This is an optimization exercise on Yosys and OpenROAD, whose aim is small area, not a production implementation. RTL that was checked went through simulation tests only; none was proved equivalent to the original. For runs 1 and 2, only the layout was checked, not whether the RTL still works. Power and IR drop assume default switching activity.

[design.v]
module clk_1M(clk0, rst_n, c80, tick);
	input clk0, rst_n;
	output [6:0] c80;
	output tick;
	reg [6:0] c80;
	assign tick = (c80 == 7'd19) || (c80 == 7'd59);
	always @(posedge clk0 or negedge rst_n)
	begin
		if (!rst_n)
			c80 <= 7'd0;
		else if (c80 == 7'd79)
			c80 <= 7'd0;
		else
			c80 <= c80 + 7'd1;
	end
endmodule
module Encoder(clk, rst_n, tick, latch, act, clr_g, go0, k15, v2, v3, chAn, chBn, snap);
	input clk, rst_n;
	input tick;      
	input latch;     
	input act;       
	input clr_g;     
	input go0;       
	input k15;       
	input v2, v3;    
	input chAn, chBn;    
	output [15:0] snap;
	reg [1:0] state_n, state_r1_n, state_r2_n;
	reg [15:0] acc;
	reg [15:0] snap;
	reg t;
	wire [1:0] state_pre  = ~state_n & ~state_r1_n & {2{v2}};
	wire [1:0] state_last = ~state_r1_n & ~state_r2_n & {2{v3}};
	reg inc, dec;
	always @(*) begin
		inc = 1'b0; dec = 1'b0;
		case ({state_last, state_pre})
			4'b0010, 4'b1011, 4'b1101, 4'b0100: dec = 1'b1;
			4'b0001, 4'b0111, 4'b1110, 4'b1000: inc = 1'b1;
			default: ;
		endcase
	end
	wire q     = acc[0] & ~clr_g;
	wire t_eff = t | ((inc | dec) & go0);
	wire sbit  = q ^ t_eff;
	always @(posedge clk or negedge rst_n)
	begin
		if (!rst_n) begin
			t <= 1'b0;
		end else begin
			t <= t_eff & (q ^ dec) & ~k15;
		end
	end
	always @(posedge clk)
	begin
		acc <= {sbit, acc[15:1]};
		if (tick) begin
			state_n <= {chBn, chAn};
			state_r1_n <= state_n;
			state_r2_n <= state_r1_n;
		end
		if (latch)
			snap <= {acc[12:0], acc[15:13]};
	end
endmodule
module IncEncoderGroup(clk_encoder, rst_n, c80, tick, RD, chAn, chBn,
								rd_sel, data_out, snap_ok);
input clk_encoder, rst_n;
input [6:0] c80;
input tick;
input RD;
input [6:0] chAn;
input [6:0] chBn;
input [2:0] rd_sel;
output [15:0] data_out;
output snap_ok;
	reg clk_rd_r0, clk_rd_r1;
	reg clr;
	reg snap_ok;
	reg rot;
	reg [1:0] ntick;     
	wire v2 = ntick[1];
	wire v3 = &ntick;
	wire outputflag = clk_rd_r0 & ~clk_rd_r1;
	wire latch = tick & outputflag;
	wire act   = ~c80[6] & ~c80[4];             
	wire k0    = (c80[3:0] == 4'd0);
	wire k15   = (c80[3:0] == 4'd15);
	wire clr_g = act & clr;
	wire go0   = act & k0 & ~outputflag;
	always @(posedge clk_encoder or negedge rst_n)
	begin
		if (!rst_n) begin
			clk_rd_r0 <= 1'b0;
			clk_rd_r1 <= 1'b0;
			clr <= 1'b1;
			snap_ok <= 1'b0;
			ntick <= 2'd0;
		end else if (tick) begin
			if (ntick != 2'd3)
				ntick <= ntick + 2'd1;
			clk_rd_r0 <= ~RD;
			clk_rd_r1 <= clk_rd_r0;
			clr <= outputflag;
			if (outputflag)
				snap_ok <= 1'b1;
		end
	end
	always @(posedge clk_encoder)
		if (latch)
			rot <= c80[5];
	wire [15:0] s0, s1, s2, s3, s4, s5, s6;
	Encoder encoder_0(.clk(clk_encoder), .rst_n(rst_n), .tick(tick), .latch(latch), .act(act), .clr_g(clr_g), .go0(go0), .k15(k15), .v2(v2), .v3(v3), .chAn(chAn[0]), .chBn(chBn[0]), .snap(s0));
	Encoder encoder_1(.clk(clk_encoder), .rst_n(rst_n), .tick(tick), .latch(latch), .act(act), .clr_g(clr_g), .go0(go0), .k15(k15), .v2(v2), .v3(v3), .chAn(chAn[1]), .chBn(chBn[1]), .snap(s1));
	Encoder encoder_2(.clk(clk_encoder), .rst_n(rst_n), .tick(tick), .latch(latch), .act(act), .clr_g(clr_g), .go0(go0), .k15(k15), .v2(v2), .v3(v3), .chAn(chAn[2]), .chBn(chBn[2]), .snap(s2));
	Encoder encoder_3(.clk(clk_encoder), .rst_n(rst_n), .tick(tick), .latch(latch), .act(act), .clr_g(clr_g), .go0(go0), .k15(k15), .v2(v2), .v3(v3), .chAn(chAn[3]), .chBn(chBn[3]), .snap(s3));
	Encoder encoder_4(.clk(clk_encoder), .rst_n(rst_n), .tick(tick), .latch(latch), .act(act), .clr_g(clr_g), .go0(go0), .k15(k15), .v2(v2), .v3(v3), .chAn(chAn[4]), .chBn(chBn[4]), .snap(s4));
	Encoder encoder_5(.clk(clk_encoder), .rst_n(rst_n), .tick(tick), .latch(latch), .act(act), .clr_g(clr_g), .go0(go0), .k15(k15), .v2(v2), .v3(v3), .chAn(chAn[5]), .chBn(chBn[5]), .snap(s5));
	Encoder encoder_6(.clk(clk_encoder), .rst_n(rst_n), .tick(tick), .latch(latch), .act(act), .clr_g(clr_g), .go0(go0), .k15(k15), .v2(v2), .v3(v3), .chAn(chAn[6]), .chBn(chBn[6]), .snap(s6));
	reg [15:0] s;
	always @(*) begin
		case (rd_sel)
			3'd0: s = s0;
			3'd1: s = s1;
			3'd2: s = s2;
			3'd3: s = s3;
			3'd4: s = s4;
			3'd5: s = s5;
			default: s = s6;
		endcase
	end
	assign data_out = rot ? {s[7:0], s[15:8]} : s;
endmodule
module AbsEncoder(clk, clk_rd, rst_n, c80, data_in, cs0_n, cs1_n, busy0, convst, enc_rst,
						rd_sel, data_out, word_ok);
	input clk, rst_n, busy0;
	input clk_rd;
	input [6:0] c80;
	input [15:0] data_in;
	input [3:0] rd_sel;
	output convst, enc_rst, cs0_n, cs1_n;
	output [15:0] data_out;
	output word_ok;
	reg enc_rst;
	reg [4:0] data_cnt;
	reg [2:0] cv;
	reg rd_start;
	reg busy0_r, clk_rd_r0, clk_rd_r1;
	reg abs_all;
	reg [15:0] w [0:15];
	wire outputflag = clk_rd_r0 & ~clk_rd_r1;
	wire busy0_neg = busy0_r & ~busy0;
	assign convst = (cv == 3'd0);
	assign cs0_n = ~(data_cnt[0] & ~data_cnt[4]);
	assign cs1_n = ~(data_cnt[0] & data_cnt[4]);
	always @(posedge clk or negedge rst_n)
	begin
		if (!rst_n) begin
			enc_rst <= 1'b1;
			busy0_r <= 1'b0;
			clk_rd_r0 <= 1'b0;
			clk_rd_r1 <= 1'b0;
			data_cnt <= 5'd0;
			rd_start <= 1'b0;
			cv <= 3'd0;
			abs_all <= 1'b0;
		end else begin
			if (c80 == 7'd7)
				enc_rst <= 1'b0;
			busy0_r <= busy0;
			clk_rd_r0 <= clk_rd;
			clk_rd_r1 <= clk_rd_r0;
			if (rd_start)
				data_cnt <= data_cnt + 5'd1;
			else
				data_cnt <= 5'd0;
			if (rd_start && data_cnt == 5'd31)
				rd_start <= 1'b0;
			else if (busy0_neg)
				rd_start <= 1'b1;
			if (data_cnt == 5'd31)
				abs_all <= 1'b1;
			if (cv == 3'd0) begin
				if (outputflag && !enc_rst)
					cv <= 3'd1;
			end else if (cv == 3'd5)
				cv <= 3'd0;
			else
				cv <= cv + 3'd1;
		end
	end
	integer k;
	always @(posedge clk)
		for (k = 0; k < 16; k = k + 1)
			if (data_cnt[0] && data_cnt[4:1] == k)
				w[k] <= data_in;
	assign data_out = w[rd_sel];
	assign word_ok = abs_all | (data_cnt[4:1] > rd_sel);
endmodule
module ParaBus(clk, rst_n, DSP_Add, DSP_Data_in, DSP_Data_out, DSP_Data_oe, WR, RD, CS0, LED,
					IncEncoderRd, inc_data, inc_ok, abs_data, abs_ok);
input clk, rst_n;
input [7:0] DSP_Add;
input WR, RD, CS0;
input [15:0] DSP_Data_in;
input [15:0] inc_data;
input inc_ok;
input [15:0] abs_data;
input abs_ok;
output [15:0] DSP_Data_out;
output DSP_Data_oe;
output [3:0] LED;
output IncEncoderRd;
reg [15:0] DSP_Data_reg;
reg Control0;
reg [15:1] Control_hi;      
reg ctrl_ok;
reg [3:0] LED_reg;
reg WR_r, RD_r, oe_reg;
wire wr_en = WR & ~WR_r & ~CS0;
wire rd_en = ~RD & RD_r & ~CS0;
wire a_ctrl = (DSP_Add == 8'h00);
wire a_inc  = (DSP_Add[7:4] == 4'h1) && (DSP_Add[3:0] < 4'd7);
wire a_abs  = (DSP_Add[7:4] == 4'h2);
always @(posedge clk or negedge rst_n)
begin
	if (!rst_n) begin
		Control0 <= 1'b0;
		ctrl_ok <= 1'b0;
		LED_reg <= 4'h0;
	end else if (wr_en) begin
		if (DSP_Add == 8'h00) begin
			Control0 <= DSP_Data_in[0];
			ctrl_ok <= 1'b1;
		end
		if (DSP_Add == 8'h01)
			LED_reg <= DSP_Data_in[3:0];
	end
end
always @(posedge clk)
	if (wr_en && DSP_Add == 8'h00)
		Control_hi <= DSP_Data_in[15:1];
wire [15:0] rdata = ({16{a_ctrl & ctrl_ok}} & {Control_hi, Control0}) |
                    ({16{a_inc & inc_ok}} & inc_data) |
                    ({16{a_abs & abs_ok}} & abs_data);
always @(posedge clk or negedge rst_n)
begin
	if (!rst_n)
		DSP_Data_reg <= 16'h0000;
	else if (rd_en && (a_ctrl || a_inc || a_abs))
		DSP_Data_reg <= rdata;
end
always @(posedge clk or negedge rst_n)
begin
	if (!rst_n) begin
		WR_r <= 1'b1;
		RD_r <= 1'b1;
		oe_reg <= 1'b0;
	end else begin
		WR_r <= WR;
		RD_r <= RD;
		oe_reg <= (CS0 == 1'b0 && RD == 1'b0);
	end
end
assign IncEncoderRd = Control0;
assign LED = LED_reg;
assign DSP_Data_out = DSP_Data_reg;
assign DSP_Data_oe = oe_reg;
endmodule
module sample_dsp(
	input         clk_20M,
	input         rst_n,
	input         WR,
	input         RD,
	input         CS0,
	input  [7:0]  DSP_Add,
	input  [15:0] DSP_Data_in,
	output [15:0] DSP_Data_out,
	output        DSP_Data_oe,
	input  [6:0]  chAn,
	input  [6:0]  chBn,
	input  [15:0] data_in,
	input         busy0,
	output [3:0]  LED,
	output        cs0_n,
	output        cs1_n,
	output        convst,
	output        enc_rst
);
	wire [6:0]  c80;
	wire        tick;
	wire        IncEncoderRd;
	wire [15:0] inc_data, abs_data;
	wire        inc_ok, abs_ok;
	clk_1M inst45(.clk0(clk_20M), .rst_n(rst_n), .c80(c80), .tick(tick));
	IncEncoderGroup inst(
		.clk_encoder(clk_20M), .rst_n(rst_n), .c80(c80), .tick(tick), .RD(IncEncoderRd),
		.chAn(chAn), .chBn(chBn), .rd_sel(DSP_Add[2:0]), .data_out(inc_data), .snap_ok(inc_ok));
	AbsEncoder inst1(
		.clk(clk_20M), .clk_rd(IncEncoderRd), .rst_n(rst_n), .c80(c80),
		.data_in(data_in), .cs0_n(cs0_n), .cs1_n(cs1_n), .busy0(busy0),
		.convst(convst), .enc_rst(enc_rst), .rd_sel(DSP_Add[3:0]), .data_out(abs_data), .word_ok(abs_ok));
	ParaBus ParaBusInst(
		.clk(clk_20M), .rst_n(rst_n),
		.DSP_Add(DSP_Add), .DSP_Data_in(DSP_Data_in), .DSP_Data_out(DSP_Data_out),
		.DSP_Data_oe(DSP_Data_oe), .WR(WR), .RD(RD), .CS0(CS0), .LED(LED),
		.IncEncoderRd(IncEncoderRd), .inc_data(inc_data), .inc_ok(inc_ok),
		.abs_data(abs_data), .abs_ok(abs_ok));
endmodule
[run.sh]
#!/bin/bash
# synth_recipe.tcl (not shown) runs the flow's synth.tcl, then flattens the netlist and writes it again
# the make line also repeats each setting of config.mk as NAME=value (left out here)
make -C /OpenROAD-flow-scripts/flow DESIGN_CONFIG=/design/flow/config.mk WORK_HOME=/design/flow/orfs CLKGATE_MAP_FILE= SYNTH_SCRIPT=/design/flow/synth_recipe.tcl finish
[constraint.sdc]
create_clock -name core_clock -period 5.0 [get_ports {clk_20M}]
set_input_delay 1.0000 -clock core_clock [delete_from_list [all_inputs] [get_ports {clk_20M}]]
set_output_delay 1.0000 -clock core_clock [all_outputs]
set_load 0.01 [all_outputs]
[config.mk]
export PLATFORM = sky130hd
export DESIGN_NAME = sample_dsp
export DESIGN_NICKNAME = sample_dsp
export VERILOG_FILES = /design/flow/design.v
export SDC_FILE = /design/flow/constraint.sdc
export NUM_CORES = 4
export LEC_CHECK = 0
export CAP_MARGIN = 20
export CORE_MARGIN = 2
export CORE_UTILIZATION = 40
export CTS_BUF_LIST = sky130_fd_sc_hd__clkbuf_4
export SLEW_MARGIN = 20
==> results by group, run 1 <==
Global route
  • Grt total ovfl: 0
  • Vias in the first global route: 13,500
  • First-pass GRT wire length: 83,800 um
  • Initial antenna violation count: 1
  • Largest net degree at the start of global routing: 66
  • GRT Total Usage: 20.0%

Timing
  • Minimum clock period: 3140 ps
  • Pins Over Slew Limit: 0
  • Worst-Margin Slew: 1010 ps
  • Worst Skew: 49.4 ps
  • Post-route setup TNS: 0 ps
  • Fmax: 318 MHz
  • Hold slack: 320 ps
  • Final hold vios: 0
  • Setup WS post-layout: 1860 ps
  • Final Cycle Share: 62.8%
  • # setup viols final: 0
  • Worst relative slew slack: 32.3%
  • RSZ-0062 raised after global routing: no

Power
  • Leakage: 9.29 nW
  • Maximum VDD drop: 221 uV
  • PD cells: 430 nW/um^2

Finish
  • Post-route cell area: 25,600 um^2
  • Layout Nets: 1,681
  • Share of layout cells above drive strength 1: 19.8%
  • Commonest non-fill, non-tap cell in the layout: edfxtp_1
  • Flip-flop count of the largest register after layout: 256
  • Biggest register: inst1.w
  • Commonest non-fill, non-tap cells in the layout: edfxtp_1, clkbuf_4, dfxtp_1
  • Area growth, synth to finish: 16.7%
  • Post-route insts no fill: 2,430

CTS
  • Clock latency on the worst-skew pair: 860 ps
  • CTS tree: yes
  • Post-CTS Setup Bufs: 0
  • CTS root buffer: clkbuf_4
  • Inserted Clock Buffers: 151
  • Post-CTS sizing: 0
  • H-Tree Depth: 4
  • CTS Buffer Depth: 3
  • CTS Hold Bufs: 0
  • Clk slew on worst S/H paths: 70 ps
  • Clock sink count: 597

Logic synthesis
  • Post-synth EDFFs: 426
  • Post-Synthesis Cell Area: 21,900 um^2
  • Top cell type's share of synthesized area: 58.3%
  • Syn nets: 1,470
  • Post-Syn Instances: 1,401
  • Synth area leader: edfxtp_1
  • Top FF cell, synth: edfxtp_1
  • Ys async rst share: 9.88%
  • Unique masters post-synth: 69
  • Seq/Total Area, Yosys: 75.3%
  • Synth warn: 6
  • Dominant cells by area after synthesis: edfxtp_1, dfxtp_1, dfrtp_1, mux2i_1, nor2_1
  • Avg Inst Size Synth: 15.7 um^2
  • FF+latch count, synth: 597

Routing
  • Routed length per instance: 23.2 um
  • Post-route ant nets: 0
  • Pre-Repair DR Iteration Count: 7
  • # DRC: 0
  • Initial DRC count: 1,431
  • Total number of vias: 13,200
  • Vias per cell: 5.45
  • Drt total wl: 56,400 um

Worst hold path
  • Worst hold path type: primary input to asynchronous set/reset pin

Setup path
  • Critical path data required time: 5720 ps
  • Kind of critical path: primary input to flip-flop
  • R2R Setup Slk: 2460 ps
  • FF-to-FF path depth: 7
  • Slowest cell on crit path: clkdlybuf4s50_1
  • CP max FO: 36
  • Startpoint type of the worst setup path: primary input
  • Critical path's most frequent cell: buf_4
  • RR Startpoint: inst.ntick[1]$_DFFE_PN0P_
  • Setup crit end kind: flip-flop
  • Worst path cell trace: clkdlybuf4s50_1 > buf_4 > inv_1 > ha_1 > nand3_1 > o311ai_0 > a21oi_1 > buf_4 > o21ai_0 > a31oi_1 > o32a_1
  • FF-to-FF End: inst.encoder_0.t$_DFF_PN0_
  • Worst EP arrival: 3860 ps
  • Top Family by Delay on Critical Path: buffers and inverters
  • Max stage delay on crit path: 460 ps
  • Buf+Inv Stages, Crit Path: 4

Placed design
  • HPWL after DPL: 36,100 um
  • Routability Congestion: 0.868
  • Post-Place Setup Slack: 1050 ps
  • Placed Instances: 2,154
  • Port Buf Inserts: 84
  • Placed instance area: 23,600 um^2

Floorplan
  • Initial Util: 40.6%
  • Chip width: 238 um
  • Row count: 85
  • Floorplan die height: 238 um
  • Die area: 56,700 um^2
  • Core area: 54,000 um^2
  • I/O pin total: 85

Run
  • Max-cap violations: 0

Status
  • Outcome: complete, no violations
[metrics by stage]
stage	util (%)	power (mW)
2_1_floorplan	-	6.32
3_3_place_gp	43.6	6.84
4_1_cts	47.3	11.1
6_report	47.4	11.0
5_1_grt	47.4	11.5
3_5_place_dp	43.6	6.86
[metal layers]
layer / track usage, % / wire length, um / share of wire (%) / vias up
met5: 0 / 0 / 0 / -
met4: 7.52 / 1690 / 3.0 / 0
met3: 5.46 / 4890 / 8.7 / 114
met2: 31.8 / 26500 / 47 / 674
met1: 26.4 / 23300 / 41 / 6526
li1: - / - / - / 5929
[how the worst max path moves through the flow]
stage,start,end,slack [ps],depth (start not counted)
after floorplan,inst45.c80[5]$_DFF_PN0_,inst.encoder_0.snap[0]$_DFFE_PP_,620,4
after global placement,DSP_Add[3],ParaBusInst.DSP_Data_reg[15]$_DFFE_PN0P_,1100,7
after detailed placement,DSP_Add[3],ParaBusInst.DSP_Data_reg[2]$_DFFE_PN0P_,1050,11
after CTS,inst1.cv[0]$_DFFE_PN0P_,convst,1850,2
after global routing,DSP_Add[3],ParaBusInst.DSP_Data_reg[2]$_DFFE_PN0P_,1760,11
final,DSP_Add[3],ParaBusInst.DSP_Data_reg[2]$_DFFE_PN0P_,1860,11
[layout make-up]
class | instances | area [um^2]
Timing Repair Buffer | 123 | 1170
Sequential cell | 597 | 16500
Multi-Input combinational cell | 723 | 4970
Inverter | 16 | 60.1
Clock buffer | 227 | 1700
Antenna cell | 1 | 2.50
Tap cell | 696 | 871
Clock inverter | 47 | 307
Fill cell | 4763 | 28400
[power by group]
part	internal [mW]	switching, mW	total [mW]
registers	5.61	0.179	5.79
logic	0.367	0.601	0.968
clock network	2.29	1.95	4.24
[worst reg2reg max path: stages, from the launching register on]
cell,delay [ps]
dfrtp_1,640
ha_1,530
nor3b_1,460
nor4_1,120
a31oi_1,150
o22ai_1,110
xor2_1,150
a311oi_1,270
[kinds of logic (layout without fill, tap and decap cells)]
family | after synthesis | count (layout) | share of synthesized area, %
xor+xnor | 34 | 34 | 1.36
compound gates | 289 | 289 | 9.25
mux | 87 | 87 | 4.44
flops | 597 | 597 | 75.3
other cells | 0 | 1 | 0
buf+inv | 81 | 413 | 2.17
simple gates | 304 | 304 | 6.95
fa+ha+maj | 9 | 9 | 0.513
[Yosys cell counts, types with 9 or more instances]
| cell | instances |
|---|---|
| a22o_1 | 14 |
| ha_1 | 9 |
| edfxtp_1 | 426 |
| a221oi_1 | 19 |
| o221ai_1 | 17 |
| nor2_1 | 85 |
| nand2b_1 | 25 |
| xor2_1 | 17 |
| a21oi_1 | 42 |
| dfrtp_1 | 55 |
| a31oi_1 | 14 |
| nor2b_1 | 19 |
| nand2_1 | 80 |
| clkbuf_1 | 22 |
| buf_6 | 10 |
| nor3b_1 | 25 |
| and2_1 | 10 |
| inv_1 | 15 |
| mux2i_1 | 56 |
| mux2_2 | 25 |
| nand3_1 | 19 |
| buf_4 | 11 |
| xnor2_1 | 17 |
| o21ai_0 | 49 |
| nor3_1 | 14 |
| dfxtp_1 | 112 |
| a22oi_1 | 37 |
| o22ai_1 | 27 |
| buf_2 | 18 |
==> run 2: changes to the inputs <==
--- a/config.mk
+++ b/config.mk
@@ -8,5 +8,6 @@
 export CAP_MARGIN = 20
 export CORE_MARGIN = 2
-export CORE_UTILIZATION = 40
-export CTS_BUF_LIST = sky130_fd_sc_hd__clkbuf_4
+export CORE_UTILIZATION = 60
+export CTS_BUF_LIST = sky130_fd_sc_hd__clkbuf_8
+export CTS_CLUSTER_SIZE = 40
 export SLEW_MARGIN = 20
==> run 2 against run 1 <==
Cell count fell by 14%. Clock skew fell by 25 ps. Synthesized cell count did not move. Via count fell by 2.8%. Total power fell by 3.5%. Global-route usage rose by 8.5 points. Cell area fell by 2.0%. Worst hold slack got worse by 97 ps. Fmax fell by 0.84%. Critical path type unchanged. Largest cell class unchanged. Highest routed layer unchanged.
==> results by group, run 2 <==
Status
  • Outcome: complete, no violations

Placed design
  • Port Buf Inserts: 84 (unchanged)
  • Placed Instances: 1,926 (-11%)
  • Routability Congestion: 0.873 (+0.58%)
  • HPWL after DPL: 35,100 um (-2.8%)
  • Placed instance area: 23,300 um^2 (-1.2%)

Timing
  • Worst-Margin Slew: 933 ps (-78.3 ps)
  • Post-route setup TNS: 0 ps (unchanged)
  • Final Cycle Share: 63.4% (+0.53 points)
  • Final hold vios: 0 (unchanged)
  • Worst relative slew slack: 37.6% (+5.3 points)
  • Fmax: 316 MHz (-0.84%)
  • Pins Over Slew Limit: 0 (unchanged)
  • # setup viols final: 0 (unchanged)
  • Worst Skew: 23.9 ps (-25.4 ps)
  • RSZ-0062 raised after global routing: no
  • Minimum clock period: 3170 ps (+26.6 ps)

Logic synthesis
  • Post-Syn Instances: 1,401 (unchanged)
  • Most common cell in the synthesized netlist: edfxtp_1
  • Seq/Total Area, Yosys: 75.3% (unchanged)
  • Avg Inst Size Synth: 15.7 um^2 (unchanged)
  • Synth warn: 6 (unchanged)
  • Post-Synth Adder-Cell Area: 0.513% (unchanged)
  • Synth area leader: edfxtp_1
  • Largest family of logic cells by synthesized area: compound AO/OA/AOI/OAI gates
  • Synth Area in XOR/XNOR: 1.36% (unchanged)
  • Top cell type's share of synthesized area: 58.3% (unchanged)
  • Ys async rst share: 9.88% (unchanged)
  • Simple-gate share of the synthesized area: 6.95% (unchanged)
  • Commonest cells post-synth: edfxtp_1, dfxtp_1, nor2_1, nand2_1, mux2i_1
  • Post-synth EDFFs: 426 (unchanged)
  • Dominant cells by area after synthesis: edfxtp_1, dfxtp_1, dfrtp_1, mux2i_1, nor2_1
  • Unique masters post-synth: 69 (unchanged)
  • FF+latch count, synth: 597 (unchanged)
  • Mux cell area share after synthesis: 4.44% (unchanged)
  • Top FF cell, synth: edfxtp_1
  • Synth Area in Compound Gates: 9.25% (unchanged)
  • Syn nets: 1,470 (unchanged)
  • Post-Synthesis Cell Area: 21,900 um^2 (unchanged)

Run
  • Max-cap violations: 0 (unchanged)

Setup path
  • Worst setup startpoint: DSP_Add[3]
  • Startpoint type of the worst setup path: primary input
  • Max stage delay on crit path: 510 ps (+50 ps)
  • Critical path data required time: 5540 ps (-180 ps)
  • RR Startpoint: inst.ntick[1]$_DFFE_PN0P_
  • Buf+Inv Stages, Crit Path: 4 (unchanged)
  • Slowest cell on crit path: clkdlybuf4s50_1
  • Worst EP arrival: 3710 ps (-150 ps)
  • Worst path cell trace: clkdlybuf4s50_1 > buf_12 > inv_1 > ha_1 > nand3_1 > o311ai_0 > a21oi_1 > buf_4 > o21ai_0 > a21oi_1 > o32a_1
  • Setup crit end kind: flip-flop
  • Kind of critical path: primary input to flip-flop
  • Critical path's most frequent cell: a21oi_1
  • Top Family by Delay on Critical Path: buffers and inverters
  • CP max FO: 36 (unchanged)

Power
  • Psw: 2.60 mW (-4.7%)
  • Leakage: 9.15 nW (-1.6%)
  • PD cells: 424 nW/um^2 (-1.5%)
  • Reg power frac: 54.5% (+1.8 points)
  • Sw frac: 24.5% (-0.32 points)
  • P_int: 8.02 mW (-3.1%)
  • Clock share of power: 36.5% (-2.1 points)
  • Maximum VDD drop: 362 uV (+64%)
  • Combinational share of power: 9.0% (+0.2 points)

Floorplan
  • Chip width: 195 um (-18%)
  • Core area: 36,300 um^2 (-33%)
  • Floorplan die height: 195 um (-18%)
  • Die area: 38,100 um^2 (-33%)
  • I/O pin total: 85 (unchanged)
  • Row count: 70 (-18%)
  • Initial Util: 60.5% (+20 points)

Finish
  • Flip-flop count of the largest register after layout: 256 (unchanged)
  • Biggest register: inst1.w
  • Post-route insts no fill: 2,094 (-14%)
  • Share of layout cells above drive strength 1: 13.6% (-6.3 points)
  • Area growth, synth to finish: 14.3%
  • Layout Nets: 1,621 (-3.6%)
  • Post-route cell area: 25,100 um^2 (-2.0%)
  • Commonest non-fill, non-tap cells in the layout: edfxtp_1, dfxtp_1, clkbuf_8
  • Commonest non-fill, non-tap cell in the layout: edfxtp_1
  • Ant. Diodes: 0 (-1)

Routing
  • Routed length per instance: 25.6 um (+10%)
  • Total number of vias: 12,900 (-2.8%)
  • # DRC: 0 (unchanged)
  • Initial DRC count: 1,393 (-2.7%)
  • Drt total wl: 53,700 um (-4.9%)
  • Pre-Repair DR Iteration Count: 5 (-2)
  • Post-route ant nets: 0 (unchanged)
  • Vias per cell: 6.14 (+13%)

Global route
  • GRT Total Usage: 28.6% (+8.5 points)
  • Initial antenna violation count: 0 (-1)
  • Vias in the first global route: 12,700 (-6.5%)
  • Largest net degree at the start of global routing: 82 (+24%)
  • Grt total ovfl: 0 (unchanged)
  • First-pass GRT wire length: 79,200 um (-5.4%)

CTS
  • CTS Hold Bufs: 0 (unchanged)
  • CTS Buffer Depth: 3 (unchanged)
  • CTS root buffer: clkbuf_8
  • H-Tree Depth: 3 (-1)
  • Post-CTS Setup Bufs: 0 (unchanged)
  • Clock latency on the worst-skew pair: 670 ps (-190 ps)
  • CTS tree: yes
  • Clk slew on worst S/H paths: 60 ps (about the same)
  • Post-CTS sizing: 0 (unchanged)
  • Inserted Clock Buffers: 91 (-40%)
  • Clock sink count: 597 (unchanged)

Worst hold path
  • Worst hold path type: primary input to asynchronous set/reset pin
## run 2: cell counts after synthesis
Identical to the previous run, type by type.
## run 2: worst register-to-register path: cells and delay by family, from the launching register on
family,cells,cell delay (ps)
AO/OA/AOI/OAI,1,230
flip-flops,1,650
XOR/XNOR,3,620
AND/OR/NAND/NOR,1,460
adder cells (fa/ha/maj),1,550
## run 2: worst paths after layout
kind	to	slack, ps	depth (start not counted)
hold reg to reg	inst.encoder_1.acc[7]$_DFF_P_	350	0
setup / recovery	ParaBusInst.DSP_Data_reg[0]$_DFFE_PN0P_	1830	11
setup reg to reg	inst.encoder_0.acc[15]$_DFF_P_	2360	6
min in group core_clock	inst.encoder_1.acc[7]$_DFF_P_	350	0
hold / removal	inst.ntick[0]$_DFFE_PN0P_	220	1
max in group asynchronous	ParaBusInst.DSP_Data_reg[1]$_DFFE_PN0P_	3840	2
## run 2: cells by family after synthesis
group / count (synthesis)
AOI/OAI and AO/OA: 289
xor gates and xnor gates: 34
adders and majority gates: 9
buffers and inverters: 81
DFF: 597
muxes: 87
and+or+nand+nor: 304
## run 2: area by class of cell
type	instances	area, um^2
timing repair buffer	123	1160
fill	2580	11200
clock inverter	62	337
clock buffer	105	1450
sequential	597	16500
tap	468	586
inverter	16	60.1
multi-input combinational	723	4970
## run 2: through the flow
step	power (mW)	hold WS, ps	util (%)	setup slack, ps
global placement	6.82	331	64.2	1330
CTS	10.7	179	69.1	1930
finish	10.6	223	69.1	1830
detailed placement	6.84	333	64.2	1220
floorplan	6.32	327	-	621
global route	11.0	193	69.1	1730
## run 2: power groups by stage
stage	combinational (mW)	clock [mW]	sequential [mW]
2_1_floorplan	0.493	0	5.82
3_3_place_gp	0.940	0	5.88
3_5_place_dp	0.952	0	5.89
4_1_cts	0.956	3.95	5.79
5_1_grt	1.02	4.15	5.81
6_report	0.960	3.87	5.79
## run 2: layer usage
metal | up-vias | GRT usage (%) | part of all wire (%)
li1 | 5702 | - | -
met1 | 6387 | 38.1 | 39
met2 | 651 | 46.7 | 49
met3 | 126 | 4.99 | 8.1
met4 | 0 | 12.6 | 3.8
met5 | - | 0 | 0
==> run 3: changes to the inputs <==
--- a/design.v
+++ b/design.v
@@ -15,5 +15,5 @@
 	end
 endmodule
-module Encoder(clk, rst_n, tick, latch, act, clr_g, go0, k15, v2, v3, chAn, chBn, snap);
+module Encoder(clk, rst_n, tick, latch, act, clr_g, go0, k15, chA, chB, snap);
 	input clk, rst_n;
 	input tick;      
@@ -23,13 +23,12 @@
 	input go0;       
 	input k15;       
-	input v2, v3;    
-	input chAn, chBn;    
+	input chA, chB;
 	output [15:0] snap;
-	reg [1:0] state_n, state_r1_n, state_r2_n;
+	reg [1:0] state, state_r1, state_r2;
 	reg [15:0] acc;
 	reg [15:0] snap;
 	reg t;
-	wire [1:0] state_pre  = ~state_n & ~state_r1_n & {2{v2}};
-	wire [1:0] state_last = ~state_r1_n & ~state_r2_n & {2{v3}};
+	wire [1:0] state_pre  = state & state_r1;
+	wire [1:0] state_last = state_r1 & state_r2;
 	reg inc, dec;
 	always @(*) begin
@@ -47,7 +46,15 @@
 	begin
 		if (!rst_n) begin
+			state <= 2'b00;
+			state_r1 <= 2'b00;
+			state_r2 <= 2'b00;
 			t <= 1'b0;
 		end else begin
 			t <= t_eff & (q ^ dec) & ~k15;
+			if (tick) begin
+				state <= {chB, chA};
+				state_r1 <= state;
+				state_r2 <= state_r1;
+			end
 		end
 	end
@@ -55,14 +62,9 @@
 	begin
 		acc <= {sbit, acc[15:1]};
-		if (tick) begin
-			state_n <= {chBn, chAn};
-			state_r1_n <= state_n;
-			state_r2_n <= state_r1_n;
-		end
 		if (latch)
 			snap <= {acc[12:0], acc[15:13]};
 	end
 endmodule
-module IncEncoderGroup(clk_encoder, rst_n, c80, tick, RD, chAn, chBn,
+module IncEncoderGroup(clk_encoder, rst_n, c80, tick, RD, chA, chB,
 								rd_sel, data_out, snap_ok);
 input clk_encoder, rst_n;
@@ -70,6 +72,6 @@
 input tick;
 input RD;
-input [6:0] chAn;
-input [6:0] chBn;
+input [6:0] chA;
+input [6:0] chB;
 input [2:0] rd_sel;
 output [15:0] data_out;
@@ -79,7 +81,4 @@
 	reg snap_ok;
 	reg rot;
-	reg [1:0] ntick;     
-	wire v2 = ntick[1];
-	wire v3 = &ntick;
 	wire outputflag = clk_rd_r0 & ~clk_rd_r1;
 	wire latch = tick & outputflag;
@@ -96,8 +95,5 @@
 			clr <= 1'b1;
 			snap_ok <= 1'b0;
-			ntick <= 2'd0;
 		end else if (tick) begin
-			if (ntick != 2'd3)
-				ntick <= ntick + 2'd1;
 			clk_rd_r0 <= ~RD;
 			clk_rd_r1 <= clk_rd_r0;
@@ -111,11 +107,11 @@
 			rot <= c80[5];
 	wire [15:0] s0, s1, s2, s3, s4, s5, s6;
-	Encoder encoder_0(.clk(clk_encoder), .rst_n(rst_n), .tick(tick), .latch(latch), .act(act), .clr_g(clr_g), .go0(go0), .k15(k15), .v2(v2), .v3(v3), .chAn(chAn[0]), .chBn(chBn[0]), .snap(s0));
-	Encoder encoder_1(.clk(clk_encoder), .rst_n(rst_n), .tick(tick), .latch(latch), .act(act), .clr_g(clr_g), .go0(go0), .k15(k15), .v2(v2), .v3(v3), .chAn(chAn[1]), .chBn(chBn[1]), .snap(s1));
-	Encoder encoder_2(.clk(clk_encoder), .rst_n(rst_n), .tick(tick), .latch(latch), .act(act), .clr_g(clr_g), .go0(go0), .k15(k15), .v2(v2), .v3(v3), .chAn(chAn[2]), .chBn(chBn[2]), .snap(s2));
-	Encoder encoder_3(.clk(clk_encoder), .rst_n(rst_n), .tick(tick), .latch(latch), .act(act), .clr_g(clr_g), .go0(go0), .k15(k15), .v2(v2), .v3(v3), .chAn(chAn[3]), .chBn(chBn[3]), .snap(s3));
-	Encoder encoder_4(.clk(clk_encoder), .rst_n(rst_n), .tick(tick), .latch(latch), .act(act), .clr_g(clr_g), .go0(go0), .k15(k15), .v2(v2), .v3(v3), .chAn(chAn[4]), .chBn(chBn[4]), .snap(s4));
-	Encoder encoder_5(.clk(clk_encoder), .rst_n(rst_n), .tick(tick), .latch(latch), .act(act), .clr_g(clr_g), .go0(go0), .k15(k15), .v2(v2), .v3(v3), .chAn(chAn[5]), .chBn(chBn[5]), .snap(s5));
-	Encoder encoder_6(.clk(clk_encoder), .rst_n(rst_n), .tick(tick), .latch(latch), .act(act), .clr_g(clr_g), .go0(go0), .k15(k15), .v2(v2), .v3(v3), .chAn(chAn[6]), .chBn(chBn[6]), .snap(s6));
+	Encoder encoder_0(.clk(clk_encoder), .rst_n(rst_n), .tick(tick), .latch(latch), .act(act), .clr_g(clr_g), .go0(go0), .k15(k15), .chA(chA[0]), .chB(chB[0]), .snap(s0));
+	Encoder encoder_1(.clk(clk_encoder), .rst_n(rst_n), .tick(tick), .latch(latch), .act(act), .clr_g(clr_g), .go0(go0), .k15(k15), .chA(chA[1]), .chB(chB[1]), .snap(s1));
+	Encoder encoder_2(.clk(clk_encoder), .rst_n(rst_n), .tick(tick), .latch(latch), .act(act), .clr_g(clr_g), .go0(go0), .k15(k15), .chA(chA[2]), .chB(chB[2]), .snap(s2));
+	Encoder encoder_3(.clk(clk_encoder), .rst_n(rst_n), .tick(tick), .latch(latch), .act(act), .clr_g(clr_g), .go0(go0), .k15(k15), .chA(chA[3]), .chB(chB[3]), .snap(s3));
+	Encoder encoder_4(.clk(clk_encoder), .rst_n(rst_n), .tick(tick), .latch(latch), .act(act), .clr_g(clr_g), .go0(go0), .k15(k15), .chA(chA[4]), .chB(chB[4]), .snap(s4));
+	Encoder encoder_5(.clk(clk_encoder), .rst_n(rst_n), .tick(tick), .latch(latch), .act(act), .clr_g(clr_g), .go0(go0), .k15(k15), .chA(chA[5]), .chB(chB[5]), .snap(s5));
+	Encoder encoder_6(.clk(clk_encoder), .rst_n(rst_n), .tick(tick), .latch(latch), .act(act), .clr_g(clr_g), .go0(go0), .k15(k15), .chA(chA[6]), .chB(chB[6]), .snap(s6));
 	reg [15:0] s;
 	always @(*) begin
@@ -296,5 +292,5 @@
 	IncEncoderGroup inst(
 		.clk_encoder(clk_20M), .rst_n(rst_n), .c80(c80), .tick(tick), .RD(IncEncoderRd),
-		.chAn(chAn), .chBn(chBn), .rd_sel(DSP_Add[2:0]), .data_out(inc_data), .snap_ok(inc_ok));
+		.chA(~chAn), .chB(~chBn), .rd_sel(DSP_Add[2:0]), .data_out(inc_data), .snap_ok(inc_ok));
 	AbsEncoder inst1(
 		.clk(clk_20M), .clk_rd(IncEncoderRd), .rst_n(rst_n), .c80(c80),
--- a/config.mk
+++ b/config.mk
@@ -8,6 +8,4 @@
 export CAP_MARGIN = 20
 export CORE_MARGIN = 2
-export CORE_UTILIZATION = 60
-export CTS_BUF_LIST = sky130_fd_sc_hd__clkbuf_8
-export CTS_CLUSTER_SIZE = 40
+export CORE_UTILIZATION = 40
 export SLEW_MARGIN = 20
==> run 3 against run 2 <==
First-iteration DRC count is 18% lower. Sequential share of layout area is 3.6 points lower. Core utilization is 22 points lower. Die area is 52% higher. Non-clock buffer count is 7 lower. Synthesized area is 1.9% higher. Largest cell class unchanged. Register-to-register slack worse by 430 ps. Fmax is 4.9% lower. Critical path depth is 2 lower.
==> results by group, run 3 <==
Status
  • Outcome: complete, no violations

Timing
  • Worst relative slew slack: 28.4% (-9.2 points)
  • Worst Skew: 28.7 ps (+4.75 ps)
  • Final Cycle Share: 66.6% (+3.3 points)
  • Pins Over Slew Limit: 0 (unchanged)
  • Setup WS post-layout: 1670 ps (-163 ps)
  • Post-route setup TNS: 0 ps (unchanged)
  • Final hold vios: 0 (unchanged)
  • # setup viols final: 0 (unchanged)
  • Minimum clock period: 3330 ps (+163 ps)
  • RSZ-0062 raised after global routing: no
  • Worst-Margin Slew: 1070 ps (+141 ps)
  • Fmax: 300 MHz (-4.9%)

Routing
  • Pre-Repair DR Iteration Count: 5 (unchanged)
  • Vias per cell: 5.44 (-12%)
  • Routed length per instance: 23.2 um (-9.6%)
  • Total number of vias: 12,600 (-1.7%)
  • Initial DRC count: 1,148 (-18%)
  • Post-route ant nets: 0 (unchanged)
  • # DRC: 0 (unchanged)
  • Drt total wl: 53,900 um (+0.44%)

CTS
  • Clock latency on the worst-skew pair: 620 ps (-50 ps)
  • Clk slew on worst S/H paths: 60 ps (about the same)
  • CTS tree: yes
  • Post-CTS sizing: 0 (unchanged)
  • Inserted Clock Buffers: 59 (-35%)
  • CTS root buffer: clkbuf_16
  • Clock sink count: 595 (-0.34%)
  • H-Tree Depth: 2 (-1)
  • Post-CTS Setup Bufs: 0 (unchanged)
  • CTS Hold Bufs: 0 (unchanged)
  • CTS Buffer Depth: 3 (unchanged)

Floorplan
  • Die area: 57,800 um^2 (+52%)
  • Core area: 55,200 um^2 (+52%)
  • Floorplan die height: 240 um (+23%)
  • I/O pin total: 85 (unchanged)
  • Row count: 86 (+23%)
  • Initial Util: 40.5% (-20 points)
  • Chip width: 240 um (+23%)

Logic synthesis
  • Syn nets: 1,491 (+1.4%)
  • Most common cell in the synthesized netlist: edfxtp_1
  • Post-Syn Instances: 1,423 (+1.6%)
  • Synth warn: 6 (unchanged)
  • Top FF cell, synth: edfxtp_1
  • Post-Synthesis Cell Area: 22,400 um^2 (+1.9%)
  • Unique masters post-synth: 83 (+20%)
  • Commonest cells post-synth: edfxtp_1, dfxtp_1, dfrtp_1, nand2_1, o21ai_0
  • Dominant cells by area after synthesis: edfxtp_1, dfrtp_1, dfxtp_1, mux2_2, mux4_2
  • Seq/Total Area, Yosys: 72.7% (-2.6 points)
  • Synth area leader: edfxtp_1
  • Avg Inst Size Synth: 15.7 um^2 (+0.35%)
  • Top cell type's share of synthesized area: 51.6% (-6.7 points)
  • FF+latch count, synth: 595 (-0.34%)
  • Post-synth EDFFs: 384 (-9.9%)
  • Ys async rst share: 16.6% (+6.8 points)

Run
  • Max-cap violations: 0 (unchanged)

Finish
  • Ant. Diodes: 0 (unchanged)
  • Commonest non-fill, non-tap cells in the layout: edfxtp_1, dfxtp_1, dfrtp_1
  • Final Core Density: 47.3% (-22 points)
  • Flip-flop count of the largest register after layout: 256 (unchanged)
  • Commonest non-fill, non-tap cell in the layout: edfxtp_1
  • Area growth, synth to finish: 16.7%
  • Post-route insts no fill: 2,326 (+11%)
  • Share of layout cells above drive strength 1: 15.3% (+1.7 points)
  • Layout Nets: 1,596 (-1.5%)
  • Biggest register: inst1.w

Placed design
  • Placed Instances: 2,214 (+15%)
  • Routability Congestion: 0.880 (+0.76%)
  • Post-Place Setup Slack: 1150 ps (-63.9 ps)
  • HPWL after DPL: 35,400 um (+0.96%)
  • Port Buf Inserts: 84 (unchanged)

Power
  • Total power: 11.4 mW (+7.2%)
  • Maximum VDD drop: 294 uV (-19%)
  • PD cells: 436 nW/um^2 (+3.0%)
  • Leakage: 9.12 nW (-0.30%)

Global route
  • Initial antenna violation count: 3 (+3)
  • GRT Total Usage: 18.9% (-9.7 points)
  • Grt total ovfl: 0 (unchanged)
  • Largest net degree at the start of global routing: 116 (+41%)
  • First-pass GRT wire length: 80,800 um (+2.0%)
  • Vias in the first global route: 12,600 (-0.44%)

Setup path
  • Worst EP arrival: 3870 ps (+160 ps)
  • Startpoint type of the worst setup path: primary input
  • CP max FO: 23 (-36%)
  • Critical path data required time: 5540 ps (about the same)
  • Setup crit end kind: flip-flop
  • Kind of critical path: primary input to flip-flop

Worst hold path
  • Worst hold path type: flip-flop to flip-flop
run 3: cell type report:
class	count	area, um^2
fillers	4706	29100
inverters	16	60.1
clock buffers	85	1720
repair buffers	116	1100
flip-flops and latches	595	16300
multi-input cells	740	5690
clock inverters	26	335
well taps	748	936
run 3: layer usage:
layer | track usage [%] | part of all wire, % | vias up
met5 | 0 | 0.078 | -
met4 | 6.96 | 3.0 | 6
met3 | 3.50 | 6.3 | 95
met2 | 29.3 | 46 | 409
met1 | 26.6 | 44 | 6406
li1 | - | - | 5728
run 3: per-stage QoR:
stage / hold WS, ps / cell area, um^2
global placement: 330 / 24000
floorplan: 327 / 22400
global route: 345 / 26100
finish: 345 / 26100
CTS: 345 / 26100
detailed placement: 334 / 24000
run 3: cells by family (layout without fill, tap and decap cells):
| logic type | Yosys count | in the layout | synth area share (%) |
|---|---|---|---|
| simple gates | 293 | 293 | 7.07 |
| xor+xnor | 34 | 34 | 1.33 |
| compound gates | 295 | 295 | 9.60 |
| mux | 110 | 110 | 6.57 |
| buf+inv | 88 | 243 | 2.26 |
| flops | 595 | 595 | 72.7 |
| fa+ha+maj | 8 | 8 | 0.448 |
run 3: path summary, 6_finish.rpt:
path | from | to | slack, ps | cells after the start
max | DSP_Add[2] | ParaBusInst.DSP_Data_reg[12]$_DFFE_PN0P_ | 1670 | 9
min in group asynchronous | rst_n | inst.encoder_2.state_r2[0]$_DFFE_PN0N_ | 530 | 1
max in group asynchronous | rst_n | ParaBusInst.RD_r$_DFF_PN1_ | 3440 | 2
min | inst.encoder_4.acc[14]$_DFF_P_ | inst.encoder_4.acc[13]$_DFF_P_ | 340 | 0
max reg2reg | inst1.data_cnt[1]$_DFF_PN0_ | ParaBusInst.DSP_Data_reg[12]$_DFFE_PN0P_ | 1930 | 7
min reg2reg | inst.encoder_4.acc[14]$_DFF_P_ | inst.encoder_4.acc[13]$_DFF_P_ | 340 | 0
run 3: where the power goes:
| part | total [mW] | internal [mW] | switching (mW) |
|---|---|---|---|
| combinational | 1.02 | 0.391 | 0.626 |
| clock | 4.60 | 2.74 | 1.86 |
| sequential | 5.76 | 5.55 | 0.210 |
| total | 11.4 | 8.69 | 2.69 |
run 3: worst max-delay path, stage by stage:
cell and delay (ps):
buf_2 440, inv_1 80, buf_4 260, ha_1 350
nand3_1 110, o2111ai_1 320, nor2_1 740, o221ai_1 300
a31oi_1 230

[what the ideal ports hide]
The results above use ideal ports. As a check the final layouts listed here were re-extracted and re-timed, cells and wires unchanged.
Step 1 (the two cells are an assumption about what drives the block):
set clk [get_ports {clk_20M}]
set_driving_cell -lib_cell sky130_fd_sc_hd__clkbuf_16 $clk
set_driving_cell -lib_cell sky130_fd_sc_hd__buf_2 [delete_from_list [all_inputs] $clk]
Step 2 also shifts input and output timing later by t, the mid clock arrival at the registers, as if the neighbouring blocks saw the same clock.
a / b / c = no drivers / after step 1 / after step 2; a / b = the first two.
run	shift t [ns]	setup slack, ns	worst setup path at the end	clock arrival spread, ns	worst data-port slew with drivers (ns)
run 1	0.890	1.859 / 1.887 / 0.997	input to register	0.060 / 0.060	0.05
run 2	0.710	1.832 / 1.858 / 1.148	input to register	0.028 / 0.027	0.06
run 3	0.657	1.669 / 1.644 / 1.043	input to register	0.029 / 0.030	0.10
After both steps setup and hold are still met in every run listed. The setup slack of run 1, which loses most, moves by +0.028 ns with the drivers and by -0.862 ns with both steps.
